Source: an optimization exercise on an open RTL-to-GDS flow (aim: small area and a short achievable clock period). Production flows keep margins and buffers that such runs may drop. Only simulation tests tie the RTL to the original design; equivalence was not proved.

==> inputs of 08-08 <==
==> flow/design.v <==
module M216A_TopModule(
    input  wire       clk_i,
    input  wire       rst_i,
    input  wire [4:0] width_i,
    input  wire [4:0] height_i,
    output wire [7:0] index_x_o,
    output wire [7:0] index_y_o,
    output wire [3:0] strike_o
);
    wire [4:0] h = height_i;
    reg s10, s4, s3, s9, s13, s8, s78, s5, s6, s7, valid;
    reg ab0, ab1, ab2;    
    always @(posedge clk_i) begin
        valid <= |h[4:2];
        ab0 <= h == 5'd5 || h == 5'd10;
        ab1 <= h == 5'd6 || h == 5'd11 || h == 5'd12;
        ab2 <= h == 5'd4 || h == 5'd9 || h == 5'd12;
        s10 <= h == 5'd4;
        s4  <= h == 5'd6 || h == 5'd7;
        s3  <= h == 5'd8 || h == 5'd9;
        s9  <= h == 5'd11 || h == 5'd12;
        s13 <= h >= 5'd13;
        s8  <= h == 5'd4 || h == 5'd5;
        s78 <= h == 5'd7 || h == 5'd8;
        s5  <= h == 5'd9 || h == 5'd10;
        s6  <= h == 5'd5 || h == 5'd6;
        s7  <= h == 5'd10 || h == 5'd11;
    end
    wire [4:0] w = width_i;
    reg       started;
    reg [1:0] p;
    always @(posedge clk_i) begin
        if (rst_i) begin
            started <= 1'b0;
            p <= 2'd0;
        end else begin
            if (valid) started <= 1'b1;
            if (valid | started) p <= p + 2'd1;
        end
    end
    wire clr = ~started;
    reg  [52:1] RH, RT;
    wire [3:0] T1  = RT[4:1],   T2  = RT[8:5],   T3  = RT[12:9],  T4  = RT[16:13];
    wire [3:0] T5  = RT[20:17], T6  = RT[24:21], T7  = RT[28:25], T8  = RT[32:29];
    wire [3:0] T9  = RT[36:33], T10 = RT[40:37], T11 = RT[44:41], T12 = RT[48:45];
    wire [3:0] T13 = RT[52:49];
    wire [3:0] A0 = {4{s10}} & T10 | {4{s4}} & T4 | {4{s3}} & T3 | {4{s9}} & T9
                  | {4{s13}} & T13 | {4{ab0}};
    wire [3:0] A1 = {4{s8}} & T8 | {4{s78}} & T1 | {4{s5}} & T5 | {4{s13}} & T12
                  | {4{ab1}};
    wire [3:0] A2 = {4{s6}} & T6 | {4{s78}} & T2 | {4{s7}} & T7 | {4{s13}} & T11
                  | {4{ab2}};
    wire p01 = ~(s78 & s3);
    wire p02 = ~(s78 & s3 | s4 & s6 | s9 & s7);
    function cmp4;
        input [3:0] a, b;
        input c;
        integer i;
        reg r;
        begin
            r = c;
            for (i = 0; i < 4; i = i + 1)
                r = (~a[i] & b[i]) | (~a[i] & r) | (b[i] & r);
            cmp4 = r;
        end
    endfunction
    wire [3:0] klo = 4'd0 - w[3:0];
    wire [3:0] kn  = p[0] ? 4'd7 : klo;
    reg le01, le02, le12, f0, f1, f2;
    always @(posedge clk_i) begin
        le01 <= cmp4(A0, A1, p[0] ? le01 : p01);
        le02 <= cmp4(A0, A2, p[0] ? le02 : p02);
        le12 <= cmp4(A1, A2, ~p[0] | le12);
        f0   <= cmp4(A0, kn, ~p[0] | f0);
        f1   <= cmp4(A1, kn, ~p[0] | f1);
        f2   <= cmp4(A2, kn, ~p[0] | f2);
    end
    wire win0 = le01 & le02;
    wire win1 = ~le01 & le12;
    wire win2 = ~win0 & ~win1;
    wire fit = win0 & f0 | win1 & f1 | win2 & f2;
    reg wr0, wr1, wr2;
    always @(posedge clk_i) begin
        wr0 <= win0;
        wr1 <= win1;
        wr2 <= win2;
    end
    wire sel0 = p[0] ? wr0 : win0;    
    wire sel1 = p[0] ? wr1 : win1;
    wire sel2 = p[0] ? wr2 : win2;
    wire [3:0] Tsel = {4{sel0}} & A0 | {4{sel1}} & A1 | {4{sel2}} & A2;
    wire [3:0] cid = {4{win0 & s10}} & 4'd10 | {4{win0 & s4}} & 4'd4 | {4{win0 & s3}} & 4'd3
                   | {4{win0 & s9}} & 4'd9 | {4{win0 & s13}} & 4'd13
                   | {4{win1 & s8}} & 4'd8 | {4{win1 & s78}} & 4'd1 | {4{win1 & s5}} & 4'd5
                   | {4{win1 & s13}} & 4'd12
                   | {4{win2 & s6}} & 4'd6 | {4{win2 & s78}} & 4'd2 | {4{win2 & s7}} & 4'd7
                   | {4{win2 & s13}} & 4'd11;
    reg [4:0] wr;    
    reg [6:0] xq;
    reg inc;
    always @(posedge clk_i) begin
        wr <= width_i;
        if (p == 2'd2) xq[3:0] <= Tsel;
        if (p == 2'd3) xq[6:4] <= Tsel[2:0];
    end
    wire [4:0] lsum = xq[3:0] + wr[3:0];
    always @(posedge clk_i) inc <= lsum[4] | wr[4];
    wire [3:0] hsum = {1'b0, xq[6:4]} + {3'b0, inc};
    wire [3:0] sum = p[0] ? lsum[3:0] : hsum;    
    reg [3:0] code;
    always @(posedge clk_i) begin
        if (rst_i)
            code <= 4'd0;
        else if (p == 2'd2)
            code <= ~valid ? 4'd0 : (fit ? cid : 4'd15);
    end
    wire wph = p[0] ~^ p[1];    
    wire [3:0] wdat = sum & {4{~clr}};
    reg  [13:1] wen;
    integer s;
    always @(*) begin
        for (s = 1; s <= 13; s = s + 1)
            wen[s] = clr | (wph & (code == s));
    end
    always @(posedge clk_i) begin
        for (s = 1; s <= 13; s = s + 1) begin
            RH[4*s -: 4] <= RT[4*s -: 4];
            RT[4*s -: 4] <= wen[s] ? wdat : RH[4*s -: 4];
        end
    end
    reg [7:0] ytab;
    always @(*) begin
        case (code)
            4'd1:  ytab = 8'd0;
            4'd2:  ytab = 8'd8;
            4'd3:  ytab = 8'd16;
            4'd4:  ytab = 8'd25;
            4'd5:  ytab = 8'd32;
            4'd6:  ytab = 8'd42;
            4'd7:  ytab = 8'd48;
            4'd8:  ytab = 8'd59;
            4'd9:  ytab = 8'd64;
            4'd10: ytab = 8'd76;
            4'd11: ytab = 8'd80;
            4'd12: ytab = 8'd96;
            4'd13: ytab = 8'd112;
            default: ytab = 8'd128;
        endcase
    end
    reg ld, strike;
    always @(posedge clk_i) begin
        ld     <= ~rst_i & (p == 2'd1) & (code != 4'd0);
        strike <= code == 4'd15;
    end
    reg [6:0] xo, yo;
    reg       xy7;
    reg [3:0] so;
    always @(posedge clk_i) begin
        if (rst_i) begin
            xo  <= 7'd0;
            yo  <= 7'd0;
            xy7 <= 1'b0;
            so  <= 4'd0;
        end else if (ld) begin
            xo  <= strike ? 7'd0 : xq;
            yo  <= ytab[6:0];
            xy7 <= strike;
            if (strike) so <= so + 4'd1;
        end
    end
    assign index_x_o = {xy7, xo};
    assign index_y_o = {xy7, yo};
    assign strike_o  = so;
endmodule
==> flow/flow/run.sh <==
#!/bin/bash
# Standard layout with two changes: the port buffers are buf_2 cells, and
# synthesis maps the logic with flow/abc.script instead of ORFS's
# abc_speed.script (same synthesis otherwise, so the registers are the
# standard synthesis's).  Each step's output goes to its own log here.
set -e
rm -rf scripts_abc
cp -r "$FLOW_HOME/scripts" scripts_abc
cp flow/abc.script scripts_abc/abc_speed.script
export BUFFER_PORTS_ARGS="-buffer_cell sky130_fd_sc_hd__buf_1"
bash standard.sh SCRIPTS_DIR="$PWD/scripts_abc" CTS_ARGS='-sink_clustering_enable -repair_clock_nets -dont_use_dummy_load -buf_list {sky130_fd_sc_hd__clkbuf_4 sky130_fd_sc_hd__clkbuf_8}' finish > standard.log 2>&1
==> flow/flow/abc.script <==
strash
&get -n
&fraig -x
&put
scorr
dc2
dretime
strash
&get -n
&dch -f
&nf
&put
==> flow/standard.sh <==
#!/bin/bash
# synth_recipe.tcl (not shown) runs the flow's synth.tcl, then flattens the netlist and writes it again
# the make line also repeats each setting of config.mk as NAME=value (left out here)
make -C /OpenROAD-flow-scripts/flow DESIGN_CONFIG=/design/flow/config.mk WORK_HOME=/design/flow/orfs CLKGATE_MAP_FILE= SYNTH_SCRIPT=/design/flow/synth_recipe.tcl "${@:-finish}"
==> flow/config.mk <==
export PLATFORM = sky130hd
export DESIGN_NAME = M216A_TopModule
export DESIGN_NICKNAME = M216A_TopModule
export VERILOG_FILES = /design/flow/design.v
export SDC_FILE = /design/flow/constraint.sdc
export NUM_CORES = 4
export LEC_CHECK = 0
export CAP_MARGIN = 20
export CORE_MARGIN = 2
export CORE_UTILIZATION = 40
export CTS_BUF_LIST = sky130_fd_sc_hd__clkbuf_4 sky130_fd_sc_hd__clkbuf_8
export GPL_TIMING_DRIVEN = 0
export SETUP_SLACK_MARGIN = 2.05
export SLEW_MARGIN = 20
export TNS_END_PERCENT = 5
==> flow/constraint.sdc <==
create_clock -name core_clock -period 4.0 [get_ports {clk_i}]
set_input_delay 0.8000 -clock core_clock [delete_from_list [all_inputs] [get_ports {clk_i}]]
set_output_delay 0.8000 -clock core_clock [all_outputs]
set_load 0.01 [all_outputs]
==> 12-03: changes against 08-08 <==
==> flow/flow/run.sh (replaced) <==
#!/bin/bash
# The standard layout (standard.sh) with three changes:
#  - synthesis maps the logic with flow/abc.script in place of ORFS's
#    abc_speed.script; the synthesis is otherwise the standard one, so the
#    registers are the standard synthesis's;
#  - the port buffers are buf_1 cells;
#  - clock tree synthesis inserts no dummy loads.
# ORFS's logs stay under orfs/logs/; make's own output goes to standard.log.
set -e
rm -rf scripts_abc
cp -r "$FLOW_HOME/scripts" scripts_abc
cp flow/abc.script scripts_abc/abc_speed.script
export BUFFER_PORTS_ARGS="-buffer_cell sky130_fd_sc_hd__buf_1"
bash standard.sh SCRIPTS_DIR="$PWD/scripts_abc" CTS_ARGS='-sink_clustering_enable -repair_clock_nets -dont_use_dummy_load -buf_list {sky130_fd_sc_hd__clkbuf_4 sky130_fd_sc_hd__clkbuf_8}' finish > standard.log 2>&1
--- a/flow/config.mk
+++ b/flow/config.mk
@@ -10,6 +10,6 @@
 export CORE_UTILIZATION = 40
 export CTS_BUF_LIST = sky130_fd_sc_hd__clkbuf_4 sky130_fd_sc_hd__clkbuf_8
 export GPL_TIMING_DRIVEN = 0
-export SETUP_SLACK_MARGIN = 2.05
+export SETUP_SLACK_MARGIN = 2.2
 export SLEW_MARGIN = 20
 export TNS_END_PERCENT = 5
==> summary of the runs <==
- Of 12-03 and 08-08, 12-03 has the higher maximum frequency (gap 7.4%, measured against 08-08).
- Between 12-03 and 08-08, the lower via count is in 08-08 (gap 2.2%, measured against 08-08).
- Synthesized area is the same in 08-08 and 12-03.
- Of 08-08 and 12-03, 08-08 has the higher first-iteration DRC count (gap 13%, measured against 12-03).
- Register-to-register slack: 08-08 is worse than 12-03 (0.14 ns).
- In synthesized cell count, 12-03 and 08-08 do not differ.

-- static timing again, ports no longer ideal --
How much do the figures lean on ideal ports? The routed layouts below were timed once more, with nothing changed but the port constraints.
Step 1 (the two cells are an assumption about what drives the block):
set clk [get_ports {clk_i}]
set_driving_cell -lib_cell sky130_fd_sc_hd__clkbuf_16 $clk
set_driving_cell -lib_cell sky130_fd_sc_hd__buf_2 [delete_from_list [all_inputs] $clk]
Step 2, shift: input delay + t, output delay - t, t = (earliest + latest rising clock arrival at the registers) / 2. This alone moves slack from input paths to output paths.
Three values: no drivers, after step 1, after step 2; two values: the first two.
run	shift t [ns]	setup WS [ns]	worst setup path at the end	clock arrival spread, ns	slew at the worst register clock pin (ns)
08-08	0.475	1.994 / 1.994 / 1.600	input to register	0.025 / 0.024	0.09 / 0.09
12-03	0.492	2.132 / 2.122 / 1.690	input to register	0.022 / 0.023	0.09 / 0.09
After both steps setup and hold are still met in every run listed. The setup slack of 12-03, which loses most, moves by -0.010 ns with the drivers and by -0.442 ns with both steps.
